What follows belongs to an exercise in optimizing a design on an open flow for small area, a short achievable clock period and few clock cycles; a production flow would make more cautious choices.
The RTL was checked by simulation tests, not by an equivalence proof against the original design.
The clock port is modelled as an ideal driver, which makes a skipped or thinned clock tree look cheaper than it is; a real chip needs a root buffer or a tree.
Power and IR drop assume default switching activity.

Design accelerator_mod, start of the top module:
module accelerator_mod #(
   parameter DATA_W = 32,
   parameter ADDR_W = 4
)(
   input  wire            pcie_clk,           
   input  wire            pcie_rstn,
   input  wire [31:0]     pcie_axi_awaddr,
   input  wire            pcie_axi_awvalid,
   output wire            pcie_axi_awready,
   input  wire [31:0]     pcie_axi_wdata,
   input  wire [3:0]      pcie_axi_wstrb,
   input  wire            pcie_axi_wvalid,
   output wire            pcie_axi_wready,
   output wire [1:0]      pcie_axi_bresp,
   output wire            pcie_axi_bvalid,
   input  wire            pcie_axi_bready,
   input  wire [31:0]     pcie_axi_araddr,
   input  wire            pcie_axi_arvalid,
   output wire            pcie_axi_arready,
   output wire [31:0]     pcie_axi_rdata,
   output wire [1:0]      pcie_axi_rresp,
   output wire            pcie_axi_rvalid,
   input  wire            pcie_axi_rready
);
Size: about 1300 cells after synthesis, about 600 flip-flops, roughly 150 I/O pins.
export LEC_CHECK = 0
export CAP_MARGIN = 20
export CORE_MARGIN = 2
export CORE_UTILIZATION = 60
export PLACE_DENSITY = 0.7
export SETUP_SLACK_MARGIN = 1.15
export SLEW_MARGIN = 20
export SYNTH_HIERARCHICAL = 1
export BUFFER_PORTS_ARGS = -buffer_cell sky130_fd_sc_hd__buf_2
export PRE_CTS_TCL = /design/flow/flow/pre_cts.tcl
create_clock -name core_clock -period 2.8 [get_ports {pcie_clk}]
standard.sh (not shown) runs the stock make flow with config.mk's settings and CLKGATE_MAP_FILE= SYNTH_SCRIPT=/design/flow/synth_recipe.tcl, a recipe that flattens the netlist after the stock synthesis.
==> flow/flow/run.sh <==
#!/bin/bash
# Standard layout, with plain buffers on the ports and a two-level clock tree
# (flow/mycts.tcl) in place of TritonCTS.
set -o pipefail
here=$(pwd)
echo 'export BUFFER_PORTS_ARGS = -buffer_cell sky130_fd_sc_hd__buf_2' >> config.mk
echo "export PRE_CTS_TCL = $here/flow/pre_cts.tcl" >> config.mk
bash standard.sh > standard.log 2>&1
==> flow/flow/mycts.tcl <==
# Two-level clock tree: one root buffer fed by the clock port, driving one
# leaf buffer per cluster of flip-flops (clusters by k-means on position).
proc mycts_build {} {
  set block [ord::get_db_block]
  set db [ord::get_db]
  set clk_port [$block findBTerm pcie_clk]
  set clk_net [$clk_port getNet]
  set master [$db findMaster sky130_fd_sc_hd__clkbuf_16]
  set sinks {}
  foreach it [$clk_net getITerms] { lappend sinks $it }
  set n [llength $sinks]
  set csize [expr {[info exists ::env(MYCTS_CLUSTER)] ? $::env(MYCTS_CLUSTER) : 28}]
  set k [expr {int(ceil(double($n) / $csize))}]
  # positions
  set xs {}; set ys {}
  foreach it $sinks {
    set inst [$it getInst]
    set bb [$inst getBBox]
    lappend xs [expr {([$bb xMin] + [$bb xMax]) / 2.0}]
    lappend ys [expr {([$bb yMin] + [$bb yMax]) / 2.0}]
  }
  # init centers: grid over bounding box
  set xmin [tcl::mathfunc::min {*}$xs]; set xmax [tcl::mathfunc::max {*}$xs]
  set ymin [tcl::mathfunc::min {*}$ys]; set ymax [tcl::mathfunc::max {*}$ys]
  set g [expr {int(ceil(sqrt($k)))}]
  set cx {}; set cy {}
  for {set i 0} {$i < $k} {incr i} {
    set gx [expr {$i % $g}]; set gy [expr {$i / $g}]
    lappend cx [expr {$xmin + ($gx + 0.5) * ($xmax - $xmin) / $g}]
    lappend cy [expr {$ymin + ($gy + 0.5) * ($ymax - $ymin) / $g}]
  }
  # balanced k-means: capacity-limited greedy assignment
  set cap [expr {int(ceil(double($n) / $k)) + 2}]
  for {set iter 0} {$iter < 25} {incr iter} {
    set pairs {}
    for {set s 0} {$s < $n} {incr s} {
      set x [lindex $xs $s]; set y [lindex $ys $s]
      for {set c 0} {$c < $k} {incr c} {
        set d [expr {abs($x - [lindex $cx $c]) + abs($y - [lindex $cy $c])}]
        lappend pairs [list $d $s $c]
      }
    }
    set pairs [lsort -real -index 0 $pairs]
    set asg [lrepeat $n -1]
    set cnt [lrepeat $k 0]
    set left $n
    foreach p $pairs {
      lassign $p d s c
      if {[lindex $asg $s] >= 0} continue
      if {[lindex $cnt $c] >= $cap} continue
      lset asg $s $c
      lset cnt $c [expr {[lindex $cnt $c] + 1}]
      incr left -1
      if {$left == 0} break
    }
    set sx [lrepeat $k 0.0]; set sy [lrepeat $k 0.0]
    for {set s 0} {$s < $n} {incr s} {
      set c [lindex $asg $s]
      lset sx $c [expr {[lindex $sx $c] + [lindex $xs $s]}]
      lset sy $c [expr {[lindex $sy $c] + [lindex $ys $s]}]
    }
    for {set c 0} {$c < $k} {incr c} {
      if {[lindex $cnt $c] > 0} {
        lset cx $c [expr {[lindex $sx $c] / [lindex $cnt $c]}]
        lset cy $c [expr {[lindex $sy $c] / [lindex $cnt $c]}]
      }
    }
  }
  set nr [expr {[info exists ::env(MYCTS_ROOTS)] ? $::env(MYCTS_ROOTS) : 4}]
  set mx [expr {[tcl::mathop::+ {*}$cx] / $k}]
  set my [expr {[tcl::mathop::+ {*}$cy] / $k}]
  set rgrp {}
  for {set c 0} {$c < $k} {incr c} {
    if {$nr == 1} { lappend rgrp 0; continue }
    set q [expr {([lindex $cx $c] >= $mx ? 1 : 0) + ([lindex $cy $c] >= $my ? 2 : 0)}]
    if {$nr == 2} { set q [expr {$q & 1}] }
    lappend rgrp $q
  }
  set rnets {}
  for {set r 0} {$r < 4} {incr r} {
    set members {}
    for {set c 0} {$c < $k} {incr c} { if {[lindex $rgrp $c] == $r} { lappend members $c } }
    if {[llength $members] == 0} { lappend rnets {}; continue }
    set rx 0.0; set ry 0.0
    foreach c $members { set rx [expr {$rx + [lindex $cx $c]}]; set ry [expr {$ry + [lindex $cy $c]}] }
    set rx [expr {int($rx / [llength $members])}]; set ry [expr {int($ry / [llength $members])}]
    set root [odb::dbInst_create $block $master clkroot_$r]
    $root setLocation $rx $ry
    $root setPlacementStatus PLACED
    set rnet [odb::dbNet_create $block clknet_root_$r]
    $rnet setSigType CLOCK
    [$root findITerm A] connect $clk_net
    [$root findITerm X] connect $rnet
    lappend rnets $rnet
  }
  for {set c 0} {$c < $k} {incr c} {
    set b [odb::dbInst_create $block $master clkleaf_$c]
    $b setLocation [expr {int([lindex $cx $c])}] [expr {int([lindex $cy $c])}]
    $b setPlacementStatus PLACED
    set lnet [odb::dbNet_create $block clknet_leaf_$c]
    $lnet setSigType CLOCK
    [$b findITerm A] connect [lindex $rnets [lindex $rgrp $c]]
    [$b findITerm X] connect $lnet
    lappend leafnets $lnet
  }
  for {set s 0} {$s < $n} {incr s} {
    set it [lindex $sinks $s]
    $it disconnect
    $it connect [lindex $leafnets [lindex $asg $s]]
  }
  puts "mycts: $n sinks, $k leaf buffers, cluster cap $cap"
}
Other scripts of this flow, unchanged in this note and not shown: flow/flow/pre_cts.tcl
Testbench counts at the start, summed over its fixed seeds: cycles 5,881.
Then changed:
- SETUP_SLACK_MARGIN: 1.15 -> 1.1
- TNS_END_PERCENT: not set -> 20
=>
- register-to-register slack gets worse by 110 ps
- sequential cell count does not change
- design area came out lower by 0.78%
- via count shrinks by 0.38%
- worst hold slack is worse by 28 ps
Then changed:
- CORE_UTILIZATION: 60 -> 40
- PLACE_DENSITY: 0.7 -> 0.6
- SETUP_SLACK_MARGIN: 1.1 -> 0.8
- TNS_END_PERCENT: 20 -> not set
Wire length came out higher by 4.1%.
Via count fell by 3.5%.
Register-to-register slack degrades by 40 ps.
Sequential share of layout area grows by 1.3 points.
Combinational power is lower by about 10%.
Worst setup slack degrades by 36 ps.
Clock power rises by about 2%.
Global-route usage shrinks by 8.4 points.
Total power is about the same.
Clock skew came out higher by 43 ps.
Then changed:
==> flow/flow/run.sh (replaced) <==
#!/bin/bash
# Standard layout, with plain buffers on the ports and a two-level clock tree
# (flow/mycts.tcl: clkbuf_16 roots, clkbuf_8 leaves of about 20 flip-flops)
# in place of TritonCTS.
set -o pipefail
here=$(pwd)
echo 'export BUFFER_PORTS_ARGS = -buffer_cell sky130_fd_sc_hd__buf_2' >> config.mk
echo "export PRE_CTS_TCL = $here/flow/pre_cts.tcl" >> config.mk
export MYCTS_LEAF=sky130_fd_sc_hd__clkbuf_8
export MYCTS_CLUSTER=20
bash standard.sh > standard.log 2>&1
--- a/flow/flow/mycts.tcl
+++ b/flow/flow/mycts.tcl
@@ -7,4 +7,6 @@
   set clk_net [$clk_port getNet]
   set master [$db findMaster sky130_fd_sc_hd__clkbuf_16]
+  set leaf_cell [expr {[info exists ::env(MYCTS_LEAF)] ? $::env(MYCTS_LEAF) : "sky130_fd_sc_hd__clkbuf_16"}]
+  set leaf_master [$db findMaster $leaf_cell]
   set sinks {}
   foreach it [$clk_net getITerms] { lappend sinks $it }
@@ -95,5 +97,5 @@
   }
   for {set c 0} {$c < $k} {incr c} {
-    set b [odb::dbInst_create $block $master clkleaf_$c]
+    set b [odb::dbInst_create $block $leaf_master clkleaf_$c]
     $b setLocation [expr {int([lindex $cx $c])}] [expr {int([lindex $cy $c])}]
     $b setPlacementStatus PLACED
- CORE_UTILIZATION: 40 -> 60
- PLACE_DENSITY: 0.6 -> 0.7
- SETUP_SLACK_MARGIN: 0.8 -> 1.1
After rerunning: Total power goes down by a few percent. Synthesized cell count is unchanged. Synthesized area stays the same. Design area goes up slightly. Die area goes down by a quarter to a third. Routed wire length goes down by a few percent. Register-to-register slack gains 120 ps. Via count goes up by a few percent.
Then changed:
==> flow/flow/run.sh (replaced) <==
#!/bin/bash
# Standard layout, with plain buffers on the ports and a two-level clock tree
# (flow/mycts.tcl) in place of TritonCTS.
set -o pipefail
here=$(pwd)
echo 'export BUFFER_PORTS_ARGS = -buffer_cell sky130_fd_sc_hd__buf_2' >> config.mk
echo "export PRE_CTS_TCL = $here/flow/pre_cts.tcl" >> config.mk
bash standard.sh > standard.log 2>&1
--- a/flow/flow/mycts.tcl
+++ b/flow/flow/mycts.tcl
@@ -7,6 +7,4 @@
   set clk_net [$clk_port getNet]
   set master [$db findMaster sky130_fd_sc_hd__clkbuf_16]
-  set leaf_cell [expr {[info exists ::env(MYCTS_LEAF)] ? $::env(MYCTS_LEAF) : "sky130_fd_sc_hd__clkbuf_16"}]
-  set leaf_master [$db findMaster $leaf_cell]
   set sinks {}
   foreach it [$clk_net getITerms] { lappend sinks $it }
@@ -97,5 +95,5 @@
   }
   for {set c 0} {$c < $k} {incr c} {
-    set b [odb::dbInst_create $block $leaf_master clkleaf_$c]
+    set b [odb::dbInst_create $block $master clkleaf_$c]
     $b setLocation [expr {int([lindex $cx $c])}] [expr {int([lindex $cy $c])}]
     $b setPlacementStatus PLACED
- CORE_UTILIZATION: 60 -> 40
- PLACE_DENSITY: 0.7 -> 0.6
The changed run produced a clean layout.
Utilization shrinks by 22 points.
Synthesized cell count is unchanged.
Final area grows by 2.7%.
Clock skew came out higher by 21 ps.
First-iteration DRC count goes up by 13%.
Combinational power climbs by about 10%.
No run of this note takes its clock network from TritonCTS; it comes from the design's own scripts or RTL.

==> separate check: timing with driven ports <==
In the flow no input, the clock included, has a driving cell. The finished layouts below were timed again as built, in two steps.
Step 1 sets driving cells, clkbuf_16 on the clock port and buf_2 on the other inputs (assumed; they add their load-dependent delay and slew).
Step 2 adds t to the input delays and takes it off the output delays; t is the mean of the earliest and latest rising clock arrival at the registers after step 1. Input paths then give back, and output paths get back, about the clock's delay inside the block.
Three values: ideal ports, drivers, drivers and shift; two values: the first two.
| run | shift t [ns] | setup slack, ns | hold slack, ns | worst setup path after step 2 | worst register clock-pin slew, ns |
|---|---|---|---|---|---|
| the first run | 0.461 | 1.140 / 1.119 / 0.759 | 0.475 / 0.428 / 0.475 | input to register | 0.11 / 0.11 |
| the second run | 0.460 | 1.030 / 1.030 / 0.695 | 0.447 / 0.352 / 0.472 | input to register | 0.11 / 0.11 |
| the third run | 0.476 | 0.994 / 0.994 / 0.685 | 0.489 / 0.392 / 0.490 | input to register | 0.11 / 0.11 |
| the fourth run | 0.454 | 1.109 / 1.109 / 0.794 | 0.484 / 0.433 / 0.484 | input to register | 0.12 / 0.12 |
| the fifth run | 0.468 | 1.075 / 1.049 / 0.754 | 0.473 / 0.424 / 0.473 | input to register | 0.11 / 0.11 |
After both steps every run listed still meets setup and hold. The setup slack of the first run, which loses most, moves by -0.021 ns with the drivers and by -0.381 ns with both steps.
